Context: an optimization exercise on an open-source flow, tuned for small area. The choices shown serve that exercise and are no tape-out recipe. Power and IR drop assume default switching activity.

== rev 12 ==
Design usb2_packet, start of the top module:
module usb2_packet (
input	wire			phy_clk,
input	wire			reset_n,
input	wire			in_act,
input	wire	[7:0]	in_byte,
input	wire			in_latch,
input	wire			out_cts,
input	wire			out_nxt,
output	wire	[7:0]	out_byte,
output	reg				out_latch,
output	reg				out_stp,
output	reg		[3:0]	sel_endp,
output	wire	[8:0]	buf_in_addr,
output	wire	[7:0]	buf_in_data,
output	wire			buf_in_wren,
input	wire			buf_in_ready,
output	reg				buf_in_commit,
output	reg		[9:0]	buf_in_commit_len,
input	wire			buf_in_commit_ack,
output	reg		[9:0]	buf_out_addr,
input	wire	[7:0]	buf_out_q,
input	wire	[9:0]	buf_out_len,
input	wire			buf_out_hasdata,
output	reg				buf_out_arm,
input	wire			buf_out_arm_ack,
input	wire	[1:0]	endp_mode,
output	reg				data_toggle_act,
input	wire	[1:0]	data_toggle,
input	wire	[6:0]	dev_addr,
output	reg				err_crc_pid,
output	reg				err_crc_tok,
output	reg				err_crc_pkt,
output	wire			err_pid_out_of_seq,
output	reg		[10:0]	dbg_frame_num,
output	wire	[2:0]	dbg_pkt_type
);
Size: about 780 cells after synthesis.
clock: 10.0 ns
lec_check: 0
cap_margin: 20
core_margin: 2
core_utilization: 40
place_density: 0.6
slew_margin: 20
standard.sh (not shown) runs the stock make flow with config.mk's settings and CLKGATE_MAP_FILE= SYNTH_SCRIPT=/design/flow/synth_recipe.tcl, a recipe that flattens the netlist after the stock synthesis.
==> flow/flow/run.sh <==
#!/bin/bash
# Own layout flow: the standard synthesis, then an area-oriented re-mapping of
# the combinational logic only (every register instance is kept as it is),
# then the standard ORFS layout with smaller port buffers and a leaner clock tree.
set -euo pipefail
WORK=$(pwd)
FLOWDIR=$WORK/flow
LIB=$FLOW_HOME/platforms/sky130hd/lib/sky130_fd_sc_hd__tt_025C_1v80.lib
R=$WORK/orfs/results/sky130hd/usb2_packet/base

# 1. standard synthesis
bash standard.sh synth > $WORK/log_synth_std.txt 2>&1
cp $R/1_2_yosys.v $WORK/std_netlist.v

# 2. re-map the combinational logic for area, several ABC seeds, keep the best
FLOPS=$(grep -o "sky130_fd_sc_hd__[a-z0-9_]*" $WORK/std_netlist.v | sort -u | grep -E "__(df|edf|sdf|dl[a-z]|sedf|conb)" | tr '\n' ' ')
DU="-dont_use *lpflow* -dont_use *probe* -dont_use *clkdly* -dont_use *dlygate* -dont_use *dlymetal* -dont_use *clkbuf* -dont_use *clkinv*"
for S in $(seq 1 ${RESYN_SEEDS:-4}); do
  cat > $WORK/resyn_$S.abc <<EOA
strash; &get -n; &st; &deepsyn -T ${RESYN_T:-30} -S $S; &dch -f; &nf -R 1000; &put; strash; &get -n; &st; &dch -f; &nf -R 1000; &put
EOA
  cat > $WORK/resyn_$S.ys <<EOY
read_liberty -ignore_miss_func $LIB
setattr -mod -set blackbox 1 $FLOPS
read_verilog $WORK/std_netlist.v
hierarchy -top $FLOW_TOP
flatten
opt -purge
abc -liberty $LIB $DU -script $WORK/resyn_$S.abc
opt_clean -purge
hilomap -singleton -hicell sky130_fd_sc_hd__conb_1 HI -locell sky130_fd_sc_hd__conb_1 LO
splitnets
opt_clean -purge
tee -o $WORK/resyn_$S.stat stat -liberty $LIB
select $FLOW_TOP
write_verilog -noattr -selected $WORK/resyn_$S.v
EOY
  ( yosys -l $WORK/log_resyn_$S.txt $WORK/resyn_$S.ys > /dev/null 2>&1 || true ) &
done
wait
BEST=""; BESTA=1e18
for S in $(seq 1 ${RESYN_SEEDS:-4}); do
  [[ -f $WORK/resyn_$S.v && -f $WORK/resyn_$S.stat ]] || continue
  A=$(grep "Chip area" $WORK/resyn_$S.stat | awk '{print $NF}')
  # prove the re-mapped netlist equals the standard one (registers paired by name)
  cat > $WORK/eqv_$S.ys <<EOY
read_liberty -ignore_miss_func $LIB
read_verilog $WORK/std_netlist.v
rename $FLOW_TOP gold
read_verilog $WORK/resyn_$S.v
rename $FLOW_TOP gate
flatten gold gate
opt_clean
equiv_make gold gate equiv
hierarchy -top equiv
equiv_simple -seq 2
equiv_induct
equiv_status -assert
EOY
  if yosys -l $WORK/log_eqv_$S.txt $WORK/eqv_$S.ys > /dev/null 2>&1; then
    if python3 -c "import sys; sys.exit(0 if float('$A') < float('$BESTA') else 1)"; then BEST=$S; BESTA=$A; fi
  fi
done
echo "resyn best seed: ${BEST:-none} area ${BESTA}" > $WORK/log_resyn_choice.txt
if [[ -n "$BEST" ]]; then
  cp $WORK/resyn_$BEST.v $R/1_2_yosys.v
  touch $R/1_2_yosys.v
  rm -f $R/1_synth.odb $R/1_synth.sdc
  bash standard.sh synth > $WORK/log_synth_odb.txt 2>&1
fi

# 3. layout
export BUFFER_PORTS_ARGS="-buffer_cell sky130_fd_sc_hd__buf_1"
export CTS_ARGS="-sink_clustering_enable -repair_clock_nets -dont_use_dummy_load"
bash standard.sh > $WORK/log_layout.txt 2>&1
Every stage of the flow completed for rev 12, and the final layout passed the timing, design-rule and antenna checks.
[inputs] rev 13 vs rev 12
-- flow/flow/run.sh --
<<< rev 12, line 73
export BUFFER_PORTS_ARGS="-buffer_cell sky130_fd_sc_hd__buf_1"
export CTS_ARGS="-sink_clustering_enable -repair_clock_nets -dont_use_dummy_load"
bash standard.sh > $WORK/log_layout.txt 2>&1
>>> rev 13, line 73
export BUFFER_PORTS_ARGS="-buffer_cell sky130_fd_sc_hd__buf_1"
if [[ -n "${OWN_CTS_ARGS:-}" ]]; then export CTS_ARGS="$OWN_CTS_ARGS"; fi
bash standard.sh > $WORK/log_layout.txt 2>&1
==> summary.txt <==
In terms of worst hold slack, rev 12 and rev 13 differ only marginally. The register cell area after layout of rev 13 and that of rev 12 are within noise of each other. In the reports for rev 13 and rev 12, the larger biggest cell delay along the critical path belongs to rev 12. Rev 12 -> rev 13: synthesized cell count delta 0, exact match. Rev 13 vs rev 12, share of cells above drive strength 1 went up by 1.6 points. Min clock share of power across rev 13 and rev 12: rev 12. The met1 track utilization from global routing of rev 13 and that of rev 12 are within noise of each other. On total routing resource utilization after global routing, rev 13 tracks rev 12 almost exactly. On overall power, rev 12 beats rev 13.
No run of this note included a check of the RTL's function; only the layout flow was run.

========
north:
Another version of the RTL of usb2_packet (not shown whole).
Size: ~760 cells after synthesis, ~8400 um^2 of cells after synthesis.
==> flow/config.mk <==
export PLATFORM = sky130hd
export DESIGN_NAME = usb2_packet
export DESIGN_NICKNAME = usb2_packet
export VERILOG_FILES = /design/flow/design.v
export SDC_FILE = /design/flow/constraint.sdc
export NUM_CORES = 4
export LEC_CHECK = 0
export CAP_MARGIN = 20
export CORE_MARGIN = 2
export CORE_UTILIZATION = 40
export PLACE_DENSITY = 0.6
export SLEW_MARGIN = 20
==> flow/constraint.sdc <==
create_clock -name core_clock -period 10.0 [get_ports {phy_clk}]
set_input_delay 2.0000 -clock core_clock [delete_from_list [all_inputs] [get_ports {phy_clk}]]
set_output_delay 2.0000 -clock core_clock [all_outputs]
set_load 0.01 [all_outputs]
==> flow/flow/run.sh <==
#!/bin/bash
# Own layout flow:
#  1. the standard synthesis (bash standard.sh synth);
#  2. a second synthesis of the same design with an area-oriented ABC script in
#     place of ORFS's speed script (everything before ABC, and so every
#     register, is the same as in the standard synthesis);
#  3. area-oriented re-mapping of the combinational logic of both netlists with
#     several ABC seeds, registers kept as they are; each candidate is proved
#     equivalent to the standard netlist (registers paired by name) and the
#     smallest one replaces the standard netlist;
#  4. the standard ORFS layout from there, with buf_1 port buffers and a clock
#     tree built from clkbuf_8.
# Every tool writes its full output to a log_*.txt file in this folder.
set -uo pipefail
WORK=$(pwd)
LIB=$FLOW_HOME/platforms/sky130hd/lib/sky130_fd_sc_hd__tt_025C_1v80.lib
R=$WORK/orfs/results/sky130hd/usb2_packet/base
TOP=$FLOW_TOP
DU="-dont_use *lpflow* -dont_use *probe* -dont_use *clkdly* -dont_use *dlygate* -dont_use *dlymetal* -dont_use *clkbuf* -dont_use *clkinv*"

# 1. standard synthesis
bash standard.sh synth > $WORK/log_synth_std.txt 2>&1 || exit 1
cp $R/1_2_yosys.v $WORK/std_netlist.v

regs() { grep -oE "sky130_fd_sc_hd__(df|edf|sdf|dl|sedf)[a-z0-9_]* +[^ ]+ *\(" "$1" | sed 's/ *($//' | sort; }
regs $WORK/std_netlist.v > $WORK/std_regs.txt

# 2. area-oriented synthesis
cat > $WORK/my_abc.script <<'EOA'
strash; &get -n; &st; &deepsyn -T 30; &dch -f; &nf -R 1000; &put; strash; &get -n; &st; &dch -f; &nf -R 1000; &put
EOA
cat > $WORK/my_synth.tcl <<EOT
proc abc {args} {
  set out {}
  set skip 0
  foreach a \$args {
    if {\$skip} { set skip 0; continue }
    if {\$a eq "-script"} { set skip 1; lappend out -script $WORK/my_abc.script; continue }
    if {\$a eq "-D"} { set skip 1; continue }
    lappend out \$a
  }
  yosys abc {*}\$out
}
source $WORK/synth_recipe.tcl
EOT
sed -e "s|WORK_HOME=[^ ]*|WORK_HOME=$WORK/myorfs|" -e "s|SYNTH_SCRIPT=[^ ]*|SYNTH_SCRIPT=$WORK/my_synth.tcl|" -e '/^if /,$d' standard.sh > $WORK/my_synth.sh
CANDS="std"
if bash $WORK/my_synth.sh synth > $WORK/log_synth_my.txt 2>&1; then
  cp $WORK/myorfs/results/sky130hd/usb2_packet/base/1_2_yosys.v $WORK/my_netlist.v
  regs $WORK/my_netlist.v > $WORK/my_regs.txt
  if cmp -s $WORK/std_regs.txt $WORK/my_regs.txt; then CANDS="std my"; fi
fi

resyn() { # resyn IN.v TAG SEED
  local IN=$1 TAG=$2 S=$3
  local FLOPS
  FLOPS=$(grep -o "sky130_fd_sc_hd__[a-z0-9_]*" $IN | sort -u | grep -E "__(df|edf|sdf|dl[a-z]|sedf|conb)" | tr '\n' ' ')
  echo "strash; &get -n; &st; &deepsyn -T 30 -S $S; &dch -f; &nf -R 1000; &put; strash; &get -n; &st; &dch -f; &nf -R 1000; &put" > $WORK/rs_$TAG.abc
  cat > $WORK/rs_$TAG.ys <<EOY
read_liberty -ignore_miss_func $LIB
setattr -mod -set blackbox 1 $FLOPS
read_verilog $IN
hierarchy -top $TOP
flatten
opt -purge
abc -liberty $LIB $DU -script $WORK/rs_$TAG.abc
opt_clean -purge
hilomap -singleton -hicell sky130_fd_sc_hd__conb_1 HI -locell sky130_fd_sc_hd__conb_1 LO
splitnets
opt_clean -purge
tee -o $WORK/rs_$TAG.stat stat -liberty $LIB
select $TOP
write_verilog -noattr -selected $WORK/rs_$TAG.v
EOY
  yosys -l $WORK/log_rs_$TAG.txt $WORK/rs_$TAG.ys > /dev/null 2>&1
}
check() { # check CAND.v TAG -> prints area if equivalent to std netlist with the same registers
  local V=$1 TAG=$2
  [[ -f $V ]] || return 1
  regs $V > $WORK/regs_$TAG.txt
  cmp -s $WORK/std_regs.txt $WORK/regs_$TAG.txt || return 1
  cat > $WORK/eq_$TAG.ys <<EOY
read_liberty -ignore_miss_func $LIB
read_verilog $WORK/std_netlist.v
rename $TOP gold
read_verilog $V
rename $TOP gate
flatten gold gate
opt_clean
equiv_make gold gate equiv
hierarchy -top equiv
equiv_simple -seq 2
equiv_induct
equiv_status -assert
EOY
  yosys -l $WORK/log_eq_$TAG.txt $WORK/eq_$TAG.ys > /dev/null 2>&1 || return 1
  return 0
}
area() { grep "Chip area" $1 | awk '{print $NF}'; }

# 3. round 1: 4 seeds on each starting netlist
for C in $CANDS; do
  for S in 1 2 3 4; do resyn $WORK/${C}_netlist.v r1_${C}_$S $S & done
done
wait
BEST=""; BESTA=1e18
pick() { # pick TAG
  local TAG=$1 A
  [[ -f $WORK/rs_$TAG.stat ]] || return
  A=$(area $WORK/rs_$TAG.stat)
  if python3 -c "import sys; sys.exit(0 if float('$A') < float('$BESTA') else 1)"; then
    if check $WORK/rs_$TAG.v $TAG; then BEST=$TAG; BESTA=$A; fi
  fi
}
for C in $CANDS; do for S in 1 2 3 4; do pick r1_${C}_$S; done; done
echo "round 1 best: ${BEST:-none} $BESTA" >> $WORK/log_resyn_choice.txt
if [[ -n "$BEST" ]]; then
  B1=$BEST
  for S in 5 6 7 8; do resyn $WORK/rs_$B1.v r2_$S $S & done
  wait
  for S in 5 6 7 8; do pick r2_$S; done
  echo "round 2 best: $BEST $BESTA" >> $WORK/log_resyn_choice.txt
  cp $WORK/rs_$BEST.v $R/1_2_yosys.v
  touch $R/1_2_yosys.v
  rm -f $R/1_synth.odb $R/1_synth.sdc
  bash standard.sh synth > $WORK/log_synth_odb.txt 2>&1 || exit 1
fi

# 4. layout
export BUFFER_PORTS_ARGS="-buffer_cell sky130_fd_sc_hd__buf_1"
export CTS_ARGS="-sink_clustering_enable -repair_clock_nets -dont_use_dummy_load -buf_list sky130_fd_sc_hd__clkbuf_8"
bash standard.sh > $WORK/log_layout.txt 2>&1
Changes in south relative to north:
Settings: changing CORE_UTILIZATION from 40 to 65; changing SLEW_MARGIN from 20 to 0; changing CAP_MARGIN from 20 to 0; changing PLACE_DENSITY from 0.6 to 0.8.
Findings:
south did not stop at any stage, and its layout met the timing, design-rule and antenna checks. north completed every stage of the flow, and the final layout passed the timing, design-rule and antenna checks. Row arrival time reported for the critical path endpoint: south lower / north higher. Setup slack for south: 0.16 ns up relative to north. Compared with north, in south wire length of the first global-routing pass lost 7.2%, gate count of the mapped netlist now sits higher. The clock transition at the registers of the reported paths was comparable across north and south. Lower synthesis-to-finish area growth goes to south over north. Comparing north and south, cell total after placement is higher on north. Diff north -> south: chip width lost 21%; sum of met3 wire segment lengths after detailed routing lost 73 um.
No functional check of the RTL was part of any run of this note.

what the ideal ports hide:
No port has a modelled driver above. Below, the same layouts with a new extraction and two added sets of constraints.
Step 1, drivers: a clkbuf_16 drives phy_clk and a buf_2 each remaining input, both assumed.
Step 2 moves the port delays by t, midway between the first and last clock arrival at a register: inputs arrive t later, outputs are due t later. That takes back most of the time a late clock gives input paths.
Slacks: no drivers / after step 1 / after step 2; pairs: no drivers / after step 1.
run	shift t [ns]	setup WS [ns]	latest minus earliest clock arrival (ns)
rev 12	0.463	5.073 / 5.043 / 5.043	0.025 / 0.026
rev 13	0.472	5.107 / 5.085 / 5.085	0.015 / 0.015
north	0.483	4.899 / 4.858 / 5.124	0.027 / 0.028
south	0.490	5.058 / 5.037 / 5.037	0.023 / 0.023
After both steps every run listed still meets setup and hold. The setup slack of rev 12, which loses most, moves by -0.030 ns with the drivers and by -0.030 ns with both steps.
